From an optimization exercise on the open Yosys and OpenROAD flow, aimed at small area, a short achievable clock period and few clock cycles per item; shortcuts taken in it are not production practice. Function was checked by simulation only, so behaviour that the tests miss may differ from the original.

==> run A <==
## ifft_top
module ifft_top (
    input  wire        clk,
    input  wire        rst,
    input  wire        ifft_enable,
    input  wire [15:0] in_0_real,
    input  wire [15:0] in_1_real,
    input  wire [15:0] in_2_real,
    input  wire [15:0] in_3_real,
    input  wire [15:0] in_4_real,
    input  wire [15:0] in_5_real,
    input  wire [15:0] in_6_real,
    input  wire [15:0] in_7_real,
    input  wire [15:0] in_8_real,
    input  wire [15:0] in_9_real,
    input  wire [15:0] in_10_real,
    input  wire [15:0] in_11_real,
    input  wire [15:0] in_0_imag,
    input  wire [15:0] in_1_imag,
    input  wire [15:0] in_2_imag,
    input  wire [15:0] in_3_imag,
    input  wire [15:0] in_4_imag,
    input  wire [15:0] in_5_imag,
    input  wire [15:0] in_6_imag,
    input  wire [15:0] in_7_imag,
    input  wire [15:0] in_8_imag,
    input  wire [15:0] in_9_imag,
    input  wire [15:0] in_10_imag,
    input  wire [15:0] in_11_imag,
    output wire [15:0] ifft_out_real,
    output wire [15:0] ifft_out_imag,
    output wire        finish
);
make LEC_CHECK=0 CAP_MARGIN=20 CORE_MARGIN=2 CORE_UTILIZATION=60 PLACE_DENSITY=0.8 SLEW_MARGIN=20 finish   # period 13.6 ns
run.sh (not shown) runs the stock make flow with config.mk's settings and CLKGATE_MAP_FILE= SYNTH_SCRIPT=/design/flow/synth_recipe.tcl, a recipe that flattens the netlist after the stock synthesis.
==> run Z (differences from run A) <==
--- a/flow/design.v
+++ b/flow/design.v
@@ -41,90 +41,92 @@
       t    <= 5'd0;
       fin  <= 1'b0;
     end else begin
       if (start) begin
         busy <= 1'b1;
         t    <= 5'd1;
       end else if (busy) begin
         t <= t + 5'd1;
-        if (t == 5'd21) busy <= 1'b0;
+        if (t == 5'd20) busy <= 1'b0;
       end
-      fin <= busy & (t >= 5'd5) & (t <= 5'd20);
+      fin <= busy & (t >= 5'd4) & (t <= 5'd19);
     end
   end
   assign finish = fin;
   wire [4:0] tn = busy ? t + 5'd1 : 5'd1;
   localparam M_ID = 3'd0, M_J = 3'd1, M_T1 = 3'd2, M_T3 = 3'd3,
              M_W1 = 3'd4, M_W3 = 3'd5, M_W5 = 3'd6, M_W7 = 3'd7;
   reg [2:0] modeN;
   always @(*) begin
     case (tn)
-      5'd1:  modeN = M_T1; 5'd2:  modeN = M_J;  5'd3:  modeN = M_T3;
-      5'd4:  modeN = M_W1; 5'd5:  modeN = M_T1; 5'd6:  modeN = M_W3;
-      5'd7:  modeN = M_W5; 5'd8:  modeN = M_T3; 5'd9:  modeN = M_W7;
-      5'd11: modeN = M_T1; 5'd12: modeN = M_J;  5'd13: modeN = M_T3;
+      5'd1:  modeN = M_T1; 5'd2:  modeN = M_T3;
+      5'd3:  modeN = M_T1; 5'd4:  modeN = M_W1; 5'd5:  modeN = M_W3;
+      5'd6:  modeN = M_T3; 5'd7:  modeN = M_W5; 5'd8:  modeN = M_W7;
+      5'd10: modeN = M_J;  5'd11: modeN = M_T1; 5'd12: modeN = M_T3;
       default: modeN = M_ID;
     endcase
   end
-  wire [1:0] kn = tn[1:0] + 2'd3;           
+  wire [1:0] kn = tn[1:0];                  
   reg  [2:0] modeA, modeA2;
   reg        r0A, r1A, r2A, r3A;            
   reg        r2B1, r2B2, r2C;               
   reg  [3:1] weB1, weB2, weC;               
   reg        n8, sw4, n4r, n4i;             
   reg  [3:1] weG;                           
+  reg        bp2;                           
   reg        bl, bp3;                       
   reg        rot, n0, n1, n2, n3;           
   always @(posedge clk) begin
     modeA  <= modeN;
     modeA2 <= modeA;
-    r0A  <= (tn >= 5'd1)  & (tn <= 5'd3);
-    r1A  <= (tn >= 5'd4)  & (tn <= 5'd6);
-    r2A  <= (tn >= 5'd7)  & (tn <= 5'd9);
-    r3A  <= (tn >= 5'd11) & (tn <= 5'd13);
-    r2B1 <= (tn >= 5'd8)  & (tn <= 5'd10);
+    r0A  <= (tn >= 5'd1)  & (tn <= 5'd2);
+    r1A  <= (tn >= 5'd3)  & (tn <= 5'd5);
+    r2A  <= (tn >= 5'd6)  & (tn <= 5'd8);
+    r3A  <= (tn >= 5'd10) & (tn <= 5'd12);
+    r2B1 <= (tn >= 5'd7)  & (tn <= 5'd9);
     r2B2 <= r2B1;
     r2C  <= r2B2;
     weB1[1] <= (tn == 5'd2) | (tn == 5'd8)  | (tn == 5'd12);
-    weB1[2] <= (tn == 5'd3) | (tn == 5'd9)  | (tn == 5'd13);
-    weB1[3] <= (tn == 5'd4) | (tn == 5'd10) | (tn == 5'd14);
+    weB1[2] <= (tn == 5'd7) | (tn == 5'd11);
+    weB1[3] <= (tn == 5'd3) | (tn == 5'd9)  | (tn == 5'd13);
     weB2 <= weB1;
     weC  <= weB2;
     weG[1] <= (tn == 5'd1);
-    weG[2] <= (tn == 5'd2);
-    weG[3] <= (tn == 5'd3);
-    n8   <= (tn == 5'd11) | (tn == 5'd15);
-    sw4  <= (tn == 5'd11) | (tn == 5'd15);
-    n4r  <= (tn == 5'd7)  | (tn == 5'd11);
-    n4i  <= (tn == 5'd7)  | (tn == 5'd15);
-    bl   <= (tn == 5'd4) | (tn == 5'd8) | (tn == 5'd12) | (tn == 5'd16);
-    bp3  <= (tn == 5'd12) | (tn == 5'd16);
+    weG[2] <= (tn == 5'd4);
+    weG[3] <= (tn == 5'd2);
+    bp2  <= (tn == 5'd3);
+    n8   <= (tn == 5'd10) | (tn == 5'd14);
+    sw4  <= (tn == 5'd10) | (tn == 5'd14);
+    n4r  <= (tn == 5'd6)  | (tn == 5'd10);
+    n4i  <= (tn == 5'd6)  | (tn == 5'd14);
+    bl   <= (tn == 5'd3) | (tn == 5'd7) | (tn == 5'd11) | (tn == 5'd15);
+    bp3  <= (tn == 5'd11) | (tn == 5'd15);
     rot  <= (kn == 2'd1);
     n0   <= (kn != 2'd0);
     n1   <= (kn == 2'd1) | (kn == 2'd3);
     n2   <= kn[1];
     n3   <= (kn == 2'd1) | (kn == 2'd2);
   end
   reg [15:0] x0r, x0i, x4r, x4i, x8r, x8i;
   reg [15:0] ar[0:2], ai[0:2], br[0:2], bi[0:2], cr[0:2], ci[0:2];
   always @(posedge clk) begin
     if (!busy) begin
       x0r <= in_0_real;   x0i <= in_0_imag;
       x4r <= in_4_real;   x4i <= in_4_imag;
       x8r <= in_8_real;   x8i <= in_8_imag;
       ar[0] <= in_1_real;  ai[0] <= in_1_imag;
-      ar[1] <= in_2_real;  ai[1] <= in_2_imag;
-      ar[2] <= in_3_real;  ai[2] <= in_3_imag;
+      ar[1] <= in_3_real;  ai[1] <= in_3_imag;
+      ar[2] <= in_2_real;  ai[2] <= in_2_imag;
       br[0] <= in_5_real;  bi[0] <= in_5_imag;
-      br[1] <= in_6_real;  bi[1] <= in_6_imag;
-      br[2] <= in_7_real;  bi[2] <= in_7_imag;
+      br[1] <= in_7_real;  bi[1] <= in_7_imag;
+      br[2] <= in_6_real;  bi[2] <= in_6_imag;
       cr[0] <= in_9_real;  ci[0] <= in_9_imag;
-      cr[1] <= in_10_real; ci[1] <= in_10_imag;
-      cr[2] <= in_11_real; ci[2] <= in_11_imag;
+      cr[1] <= in_11_real; ci[1] <= in_11_imag;
+      cr[2] <= in_10_real; ci[2] <= in_10_imag;
     end else begin
       for (i = 0; i < 3; i = i + 1) begin
         ar[i] <= ar[(i+1)%3]; ai[i] <= ai[(i+1)%3];
         br[i] <= br[(i+1)%3]; bi[i] <= bi[(i+1)%3];
         cr[i] <= cr[(i+1)%3]; ci[i] <= ci[(i+1)%3];
       end
     end
   end
@@ -167,17 +169,17 @@
   reg        hsB, byB, byC;
   reg        hq2, hsB2, hq1, hq1b, hsB3, hsB4;
   always @(posedge clk) begin
     hq2  <= (modeA == M_T1) | (modeA == M_T3);
     hsB2 <= hq2;
     hq1  <= (modeN == M_T1) | (modeN == M_T3);
     hq1b <= hq1;
     hsB3 <= hq1b;
-    hsB4 <= (tn == 5'd3) | (tn == 5'd5) | (tn == 5'd7) | (tn == 5'd10) | (tn == 5'd13) | (tn == 5'd15);
+    hsB4 <= (tn == 5'd3) | (tn == 5'd4) | (tn == 5'd5) | (tn == 5'd8) | (tn == 5'd13) | (tn == 5'd14);
   end
   reg [3:0]  kreB, kimB, kreC, kimC;    
   always @(posedge clk) begin
     XRr <= byA2 ? (jA2 ? -PBi : PBr) : (cre[4] ? PBi : PBr) ^ {16{cre[3]}};
     YRr <= (cre[2] ? PBi : PBr) ^ {16{cre[1]}};
     ZRr <= cre[0] ? ~PBr : 16'd0;
     XRi <= byA2 ? (jA2 ? PBr : PBi) : (cim[4] ? PBi : PBr) ^ {16{cim[3]}};
     YRi <= (cim[2] ? PBi : PBr) ^ {16{cim[1]}};
@@ -272,36 +274,39 @@
   wire [15:0] zsr = r2C ? zr[2] : 16'd0, zsi = r2C ? zi[2] : 16'd0;
   wire [25:0] psum_r, psum_i;
   ifft_add4 #(26) u_psr (SRr, CRr, kpr, {zsr, 10'd0}, 1'b0, 1'b0, psum_r);
   ifft_add4 #(26) u_psi (SRi, CRi, kpi, {zsi, 10'd0}, 1'b0, 1'b0, psum_i);
   wire [15:0] gv_r = psum_r[25:10], gv_i = psum_i[25:10];
   wire [15:0] q0v_r, q0v_i;
   ifft_add3 #(16) u_q0r (ar[0], br[0], cr[0], 1'b0, 1'b0, q0v_r);
   ifft_add3 #(16) u_q0i (ai[0], bi[0], ci[0], 1'b0, 1'b0, q0v_i);
+  wire [15:0] jv_r, jv_i;
+  ifft_add3 #(16) u_jr (~ai[2], ~ci[2], bi[2], 1'b1, 1'b1, jv_r);
+  ifft_add3 #(16) u_ji (ar[2], cr[2], ~br[2], 1'b1, 1'b0, jv_i);
   wire [15:0] gbr = x8r ^ {16{n8}}, gbi = x8i ^ {16{n8}};
   wire [15:0] gcr = (sw4 ? x4i : x4r) ^ {16{n4r}};
   wire [15:0] gci = (sw4 ? x4r : x4i) ^ {16{n4i}};
   wire [15:0] g0v_r, g0v_i;
   ifft_add3 #(16) u_g0r (x0r, gbr, gcr, n8, n4r, g0v_r);
   ifft_add3 #(16) u_g0i (x0i, gbi, gci, n8, n4i, g0v_i);
   reg  [15:0] G0r, G0i;
   always @(posedge clk) begin
     G0r <= g0v_r; G0i <= g0v_i;
   end
   reg [15:0] s1r, s1i, s2r, s2i, s3r, s3i;
   reg [15:0] g0r, g0i, g1r, g1i, g2r, g2i, g3r, g3i;
   always @(posedge clk) begin
     if (weG[1] | weC[1]) begin s1r <= weG[1] ? q0v_r : gv_r; s1i <= weG[1] ? q0v_i : gv_i; end
-    if (weG[2] | weC[2]) begin s2r <= weG[2] ? q0v_r : gv_r; s2i <= weG[2] ? q0v_i : gv_i; end
+    if (weG[2] | weC[2]) begin s2r <= weG[2] ? jv_r : gv_r; s2i <= weG[2] ? jv_i : gv_i; end
     if (weG[3] | weC[3]) begin s3r <= weG[3] ? q0v_r : gv_r; s3i <= weG[3] ? q0v_i : gv_i; end
     if (bl) begin
       g0r <= G0r;   g0i <= G0i;
       g1r <= s1r;   g1i <= s1i;
-      g2r <= s2r;   g2i <= s2i;
+      g2r <= bp2 ? q0v_r : s2r;   g2i <= bp2 ? q0v_i : s2i;
       g3r <= bp3 ? gv_r : s3r;  g3i <= bp3 ? gv_i : s3i;
     end else if (rot) begin
       g1r <= ~g1i; g1i <= g1r;
       g3r <= ~g3i; g3i <= g3r;
     end
   end
   wire [15:0] o_r, o_i;
   ifft_add4 #(16) u_or (g0r, g2r ^ {16{n2}}, g1r ^ {16{n1}}, g3r ^ {16{n3}}, n0, n0, o_r);
CORE_UTILIZATION = 40   (was 60)
PLACE_DENSITY = not set   (was 0.8)
==> run G (differences from run A) <==
CAP_MARGIN = 80   (was 20)
CORE_UTILIZATION = 40   (was 60)
PLACE_DENSITY = not set   (was 0.8)
SLEW_MARGIN = 80   (was 20)
==> run K (differences from run A) <==
--- a/flow/design.v
+++ b/flow/design.v
@@ -41,118 +41,127 @@
       t    <= 5'd0;
       fin  <= 1'b0;
     end else begin
       if (start) begin
         busy <= 1'b1;
         t    <= 5'd1;
       end else if (busy) begin
         t <= t + 5'd1;
-        if (t == 5'd21) busy <= 1'b0;
+        if (t == 5'd20) busy <= 1'b0;
       end
-      fin <= busy & (t >= 5'd5) & (t <= 5'd20);
+      fin <= busy & (t >= 5'd4) & (t <= 5'd19);
     end
   end
   assign finish = fin;
   wire [4:0] tn = busy ? t + 5'd1 : 5'd1;
   localparam M_ID = 3'd0, M_J = 3'd1, M_T1 = 3'd2, M_T3 = 3'd3,
              M_W1 = 3'd4, M_W3 = 3'd5, M_W5 = 3'd6, M_W7 = 3'd7;
   reg [2:0] modeN;
   always @(*) begin
     case (tn)
-      5'd1:  modeN = M_T1; 5'd2:  modeN = M_J;  5'd3:  modeN = M_T3;
-      5'd4:  modeN = M_W1; 5'd5:  modeN = M_T1; 5'd6:  modeN = M_W3;
-      5'd7:  modeN = M_W5; 5'd8:  modeN = M_T3; 5'd9:  modeN = M_W7;
-      5'd11: modeN = M_T1; 5'd12: modeN = M_J;  5'd13: modeN = M_T3;
+      5'd1:  modeN = M_T1; 5'd2:  modeN = M_T3;
+      5'd3:  modeN = M_T1; 5'd4:  modeN = M_W1; 5'd5:  modeN = M_W3;
+      5'd6:  modeN = M_T3; 5'd7:  modeN = M_W5; 5'd8:  modeN = M_W7;
+      5'd10: modeN = M_J;  5'd11: modeN = M_T1; 5'd12: modeN = M_T3;
       default: modeN = M_ID;
     endcase
   end
-  wire [1:0] kn = tn[1:0] + 2'd3;           
+  wire [1:0] kn = tn[1:0];                  
   reg  [2:0] modeA, modeA2;
   reg        r0A, r1A, r2A, r3A;            
+  reg        r1Ap, r2Ap, r3Ap, r1Ai, r2Ai, r3Ai;
   reg        r2B1, r2B2, r2C;               
   reg  [3:1] weB1, weB2, weC;               
   reg        n8, sw4, n4r, n4i;             
   reg  [3:1] weG;                           
+  reg        bp2;                           
   reg        bl, bp3;                       
   reg        rot, n0, n1, n2, n3;           
   always @(posedge clk) begin
     modeA  <= modeN;
     modeA2 <= modeA;
-    r0A  <= (tn >= 5'd1)  & (tn <= 5'd3);
-    r1A  <= (tn >= 5'd4)  & (tn <= 5'd6);
-    r2A  <= (tn >= 5'd7)  & (tn <= 5'd9);
-    r3A  <= (tn >= 5'd11) & (tn <= 5'd13);
-    r2B1 <= (tn >= 5'd8)  & (tn <= 5'd10);
+    r0A  <= (tn >= 5'd1)  & (tn <= 5'd2);
+    r1A  <= (tn >= 5'd3)  & (tn <= 5'd5);
+    r2A  <= (tn >= 5'd6)  & (tn <= 5'd8);
+    r3A  <= (tn >= 5'd10) & (tn <= 5'd12);
+    r1Ap <= (tn >= 5'd2)  & (tn <= 5'd4);
+    r2Ap <= (tn >= 5'd5)  & (tn <= 5'd7);
+    r3Ap <= (tn >= 5'd9)  & (tn <= 5'd11);
+    r1Ai <= r1Ap;
+    r2Ai <= r2Ap;
+    r3Ai <= r3Ap;
+    r2B1 <= (tn >= 5'd7)  & (tn <= 5'd9);
     r2B2 <= r2B1;
     r2C  <= r2B2;
     weB1[1] <= (tn == 5'd2) | (tn == 5'd8)  | (tn == 5'd12);
-    weB1[2] <= (tn == 5'd3) | (tn == 5'd9)  | (tn == 5'd13);
-    weB1[3] <= (tn == 5'd4) | (tn == 5'd10) | (tn == 5'd14);
+    weB1[2] <= (tn == 5'd7) | (tn == 5'd11);
+    weB1[3] <= (tn == 5'd3) | (tn == 5'd9)  | (tn == 5'd13);
     weB2 <= weB1;
     weC  <= weB2;
     weG[1] <= (tn == 5'd1);
-    weG[2] <= (tn == 5'd2);
-    weG[3] <= (tn == 5'd3);
-    n8   <= (tn == 5'd11) | (tn == 5'd15);
-    sw4  <= (tn == 5'd11) | (tn == 5'd15);
-    n4r  <= (tn == 5'd7)  | (tn == 5'd11);
-    n4i  <= (tn == 5'd7)  | (tn == 5'd15);
-    bl   <= (tn == 5'd4) | (tn == 5'd8) | (tn == 5'd12) | (tn == 5'd16);
-    bp3  <= (tn == 5'd12) | (tn == 5'd16);
+    weG[2] <= (tn == 5'd4);
+    weG[3] <= (tn == 5'd2);
+    bp2  <= (tn == 5'd3);
+    n8   <= (tn == 5'd10) | (tn == 5'd14);
+    sw4  <= (tn == 5'd10) | (tn == 5'd14);
+    n4r  <= (tn == 5'd6)  | (tn == 5'd10);
+    n4i  <= (tn == 5'd6)  | (tn == 5'd14);
+    bl   <= (tn == 5'd3) | (tn == 5'd7) | (tn == 5'd11) | (tn == 5'd15);
+    bp3  <= (tn == 5'd11) | (tn == 5'd15);
     rot  <= (kn == 2'd1);
     n0   <= (kn != 2'd0);
     n1   <= (kn == 2'd1) | (kn == 2'd3);
     n2   <= kn[1];
     n3   <= (kn == 2'd1) | (kn == 2'd2);
   end
   reg [15:0] x0r, x0i, x4r, x4i, x8r, x8i;
   reg [15:0] ar[0:2], ai[0:2], br[0:2], bi[0:2], cr[0:2], ci[0:2];
   always @(posedge clk) begin
     if (!busy) begin
       x0r <= in_0_real;   x0i <= in_0_imag;
       x4r <= in_4_real;   x4i <= in_4_imag;
       x8r <= in_8_real;   x8i <= in_8_imag;
       ar[0] <= in_1_real;  ai[0] <= in_1_imag;
-      ar[1] <= in_2_real;  ai[1] <= in_2_imag;
-      ar[2] <= in_3_real;  ai[2] <= in_3_imag;
+      ar[1] <= in_3_real;  ai[1] <= in_3_imag;
+      ar[2] <= in_2_real;  ai[2] <= in_2_imag;
       br[0] <= in_5_real;  bi[0] <= in_5_imag;
-      br[1] <= in_6_real;  bi[1] <= in_6_imag;
-      br[2] <= in_7_real;  bi[2] <= in_7_imag;
+      br[1] <= in_7_real;  bi[1] <= in_7_imag;
+      br[2] <= in_6_real;  bi[2] <= in_6_imag;
       cr[0] <= in_9_real;  ci[0] <= in_9_imag;
-      cr[1] <= in_10_real; ci[1] <= in_10_imag;
-      cr[2] <= in_11_real; ci[2] <= in_11_imag;
+      cr[1] <= in_11_real; ci[1] <= in_11_imag;
+      cr[2] <= in_10_real; ci[2] <= in_10_imag;
     end else begin
       for (i = 0; i < 3; i = i + 1) begin
         ar[i] <= ar[(i+1)%3]; ai[i] <= ai[(i+1)%3];
         br[i] <= br[(i+1)%3]; bi[i] <= bi[(i+1)%3];
         cr[i] <= cr[(i+1)%3]; ci[i] <= ci[(i+1)%3];
       end
     end
   end
   reg  [15:0] zr[0:3], zi[0:3];
   always @(posedge clk) begin
     zr[0] <= gv_r; zi[0] <= gv_i;
     for (i = 1; i < 4; i = i + 1) begin
       zr[i] <= zr[i-1]; zi[i] <= zi[i-1];
     end
   end
-  wire        subA = r1A | r3A;
-  wire [15:0] uopr = r3A ? {zr[3][14:0], 1'b0} : ar[0];
-  wire [15:0] uopi = r3A ? {zi[3][14:0], 1'b0} : ai[0];
-  wire [15:0] wopr = (r3A ? zr[0] : cr[0]) ^ {16{subA}};
-  wire [15:0] wopi = (r3A ? zi[0] : ci[0]) ^ {16{subA}};
+  wire        subA = r1A | r3A, subAi = r1Ai | r3Ai;
+  wire [15:0] uopr = r3A  ? {zr[3][14:0], 1'b0} : ar[0];
+  wire [15:0] uopi = r3Ai ? {zi[3][14:0], 1'b0} : ai[0];
+  wire [15:0] wopr = (r3A  ? zr[0] : cr[0]) ^ {16{subA}};
+  wire [15:0] wopi = (r3Ai ? zi[0] : ci[0]) ^ {16{subAi}};
   wire [15:0] vopr = r0A ? ~br[0] : 16'd0, vopi = r0A ? ~bi[0] : 16'd0;
   wire [15:0] pre_r, pre_i;
   ifft_add3 #(16) u_prr (uopr, wopr, vopr, r0A, subA, pre_r);
-  ifft_add3 #(16) u_pri (uopi, wopi, vopi, r0A, subA, pre_i);
+  ifft_add3 #(16) u_pri (uopi, wopi, vopi, r0A, subAi, pre_i);
   reg  [15:0] PBr, PBi;
   always @(posedge clk) begin
     PBr <= r2A ? br[0] : pre_r;
-    PBi <= r2A ? bi[0] : pre_i;
+    PBi <= r2Ai ? bi[0] : pre_i;
   end
   reg [4:0]  cre, cim;
   reg        hs;
   always @(*) begin
     case (modeA2)
       M_W1:    begin cre = 5'b00_11_0; cim = 5'b10_00_0; hs = 1'b0; end
       M_W3:    begin cre = 5'b11_00_0; cim = 5'b00_10_0; hs = 1'b0; end
       M_W5:    begin cre = 5'b11_01_1; cim = 5'b00_11_1; hs = 1'b0; end
@@ -167,17 +176,17 @@
   reg        hsB, byB, byC;
   reg        hq2, hsB2, hq1, hq1b, hsB3, hsB4;
   always @(posedge clk) begin
     hq2  <= (modeA == M_T1) | (modeA == M_T3);
     hsB2 <= hq2;
     hq1  <= (modeN == M_T1) | (modeN == M_T3);
     hq1b <= hq1;
     hsB3 <= hq1b;
-    hsB4 <= (tn == 5'd3) | (tn == 5'd5) | (tn == 5'd7) | (tn == 5'd10) | (tn == 5'd13) | (tn == 5'd15);
+    hsB4 <= (tn == 5'd3) | (tn == 5'd4) | (tn == 5'd5) | (tn == 5'd8) | (tn == 5'd13) | (tn == 5'd14);
   end
   reg [3:0]  kreB, kimB, kreC, kimC;    
   always @(posedge clk) begin
     XRr <= byA2 ? (jA2 ? -PBi : PBr) : (cre[4] ? PBi : PBr) ^ {16{cre[3]}};
     YRr <= (cre[2] ? PBi : PBr) ^ {16{cre[1]}};
     ZRr <= cre[0] ? ~PBr : 16'd0;
     XRi <= byA2 ? (jA2 ? PBr : PBi) : (cim[4] ? PBi : PBr) ^ {16{cim[3]}};
     YRi <= (cim[2] ? PBi : PBr) ^ {16{cim[1]}};
@@ -272,36 +281,39 @@
   wire [15:0] zsr = r2C ? zr[2] : 16'd0, zsi = r2C ? zi[2] : 16'd0;
   wire [25:0] psum_r, psum_i;
   ifft_add4 #(26) u_psr (SRr, CRr, kpr, {zsr, 10'd0}, 1'b0, 1'b0, psum_r);
   ifft_add4 #(26) u_psi (SRi, CRi, kpi, {zsi, 10'd0}, 1'b0, 1'b0, psum_i);
   wire [15:0] gv_r = psum_r[25:10], gv_i = psum_i[25:10];
   wire [15:0] q0v_r, q0v_i;
   ifft_add3 #(16) u_q0r (ar[0], br[0], cr[0], 1'b0, 1'b0, q0v_r);
   ifft_add3 #(16) u_q0i (ai[0], bi[0], ci[0], 1'b0, 1'b0, q0v_i);
+  wire [15:0] jv_r, jv_i;
+  ifft_add3 #(16) u_jr (~ai[2], ~ci[2], bi[2], 1'b1, 1'b1, jv_r);
+  ifft_add3 #(16) u_ji (ar[2], cr[2], ~br[2], 1'b1, 1'b0, jv_i);
   wire [15:0] gbr = x8r ^ {16{n8}}, gbi = x8i ^ {16{n8}};
   wire [15:0] gcr = (sw4 ? x4i : x4r) ^ {16{n4r}};
   wire [15:0] gci = (sw4 ? x4r : x4i) ^ {16{n4i}};
   wire [15:0] g0v_r, g0v_i;
   ifft_add3 #(16) u_g0r (x0r, gbr, gcr, n8, n4r, g0v_r);
   ifft_add3 #(16) u_g0i (x0i, gbi, gci, n8, n4i, g0v_i);
   reg  [15:0] G0r, G0i;
   always @(posedge clk) begin
     G0r <= g0v_r; G0i <= g0v_i;
   end
   reg [15:0] s1r, s1i, s2r, s2i, s3r, s3i;
   reg [15:0] g0r, g0i, g1r, g1i, g2r, g2i, g3r, g3i;
   always @(posedge clk) begin
     if (weG[1] | weC[1]) begin s1r <= weG[1] ? q0v_r : gv_r; s1i <= weG[1] ? q0v_i : gv_i; end
-    if (weG[2] | weC[2]) begin s2r <= weG[2] ? q0v_r : gv_r; s2i <= weG[2] ? q0v_i : gv_i; end
+    if (weG[2] | weC[2]) begin s2r <= weG[2] ? jv_r : gv_r; s2i <= weG[2] ? jv_i : gv_i; end
     if (weG[3] | weC[3]) begin s3r <= weG[3] ? q0v_r : gv_r; s3i <= weG[3] ? q0v_i : gv_i; end
     if (bl) begin
       g0r <= G0r;   g0i <= G0i;
       g1r <= s1r;   g1i <= s1i;
-      g2r <= s2r;   g2i <= s2i;
+      g2r <= bp2 ? q0v_r : s2r;   g2i <= bp2 ? q0v_i : s2i;
       g3r <= bp3 ? gv_r : s3r;  g3i <= bp3 ? gv_i : s3i;
     end else if (rot) begin
       g1r <= ~g1i; g1i <= g1r;
       g3r <= ~g3i; g3i <= g3r;
     end
   end
   wire [15:0] o_r, o_i;
   ifft_add4 #(16) u_or (g0r, g2r ^ {16{n2}}, g1r ^ {16{n1}}, g3r ^ {16{n3}}, n0, n0, o_r);
==> comparison <==
- The highest critical path depth belongs to run K, the lowest to run G.
- Worst hold slack, lowest first: run K, run Z, run A, run G.
- Utilization: run G is lower than run A (20 points).
- Of run Z and run A, run Z has the higher synthesized cell count (gap 7.5%, measured against run A).
- Clock-buffer cell count: run Z > run G > run K > run A.
- Between run Z and run K, the lower maximum frequency is in run Z (gap about 4%, measured against run K).
- The highest register-to-register slack belongs to run G, the lowest to run Z.
==> figures <==
	run A	run G	run Z	run K
Adder-cell share of the synthesized area	0.2300	0.2300	0.2331	0.2341
Clock input transition at the sequential cells of the worst setup and hold paths	0.07 ns	0.06 ns	0.07 ns	0.07 ns
Result of the run	complete, no violations	complete, no violations	complete, no violations	complete, no violations
Area of the core region	100100 µm²	150100 µm²	158200 µm²	105000 µm²
Multiplexer share of the synthesized area	0.09070	0.09070	0.09175	0.09103
Required time at the worst-slack endpoint	14.15 ns	10.88 ns	14.30 ns	14.16 ns
Worst-case reg-to-reg path depth	13	16	16	17
Total Routing Usage GR	0.3144	0.2190	0.2282	0.3210
XOR/XNOR share of the synthesized area	0.05408	0.05408	0.05795	0.05503
Termination of the worst setup path	g3i[5]	ifft_out_imag[15]	PBi[14]	PBr[12]
Ratio of cells with drive above 1 in the final layout	0.1118	0.1953	0.1104	0.1013
Die X-Extent	321.9 µm	393.4 µm	402.8 µm	328.9 µm
Y dimension of the die	321.9 µm	393.4 µm	402.8 µm	328.9 µm
Fraction of standard cell area that is sequential	0.3641	0.3415	0.3430	0.3525
Inverters, non-clock	735	735	843	839
Total via count in the routed design	40118	39803	42438	43302
Antenna cells	2	0	2	5
Testbench counts of run A, summed over its fixed seeds: cycles 11,264, items 512.
Testbench counts of run Z, summed over its fixed seeds: cycles 10,752, items 512.
Testbench counts of run G, summed over its fixed seeds: cycles 11,264, items 512.
Testbench counts of run K, summed over its fixed seeds: cycles 10,752, items 512.

-- separate check: timing with driven ports --
The flow's constraints put no driver on any port. The routed layouts listed below were extracted and timed again, unchanged, in two steps.
Step 1 sets driving cells, clkbuf_16 on the clock port and buf_2 on the other inputs (assumed; they add their load-dependent delay and slew).
Step 2 also shifts input and output timing later by t, the mid clock arrival at the registers, as if the neighbouring blocks saw the same clock.
Three values: no drivers, after step 1, after step 2; two values: the first two.
run	shift t [ns]	slack for setup (ns)	slew at the worst register clock pin (ns)	worst data-port slew with drivers (ns)	cell pins on the clock port's net
run A	0.774	8.910 / 8.910 / 8.910	0.07 / 0.07	0.10	1
run Z	0.810	8.746 / 8.746 / 8.746	0.07 / 0.07	0.16	1
run G	0.827	9.185 / 9.104 / 9.197	0.07 / 0.07	0.11	1
run K	0.776	8.936 / 8.936 / 8.936	0.08 / 0.08	0.10	1
After both steps setup and hold are still met in every run listed.
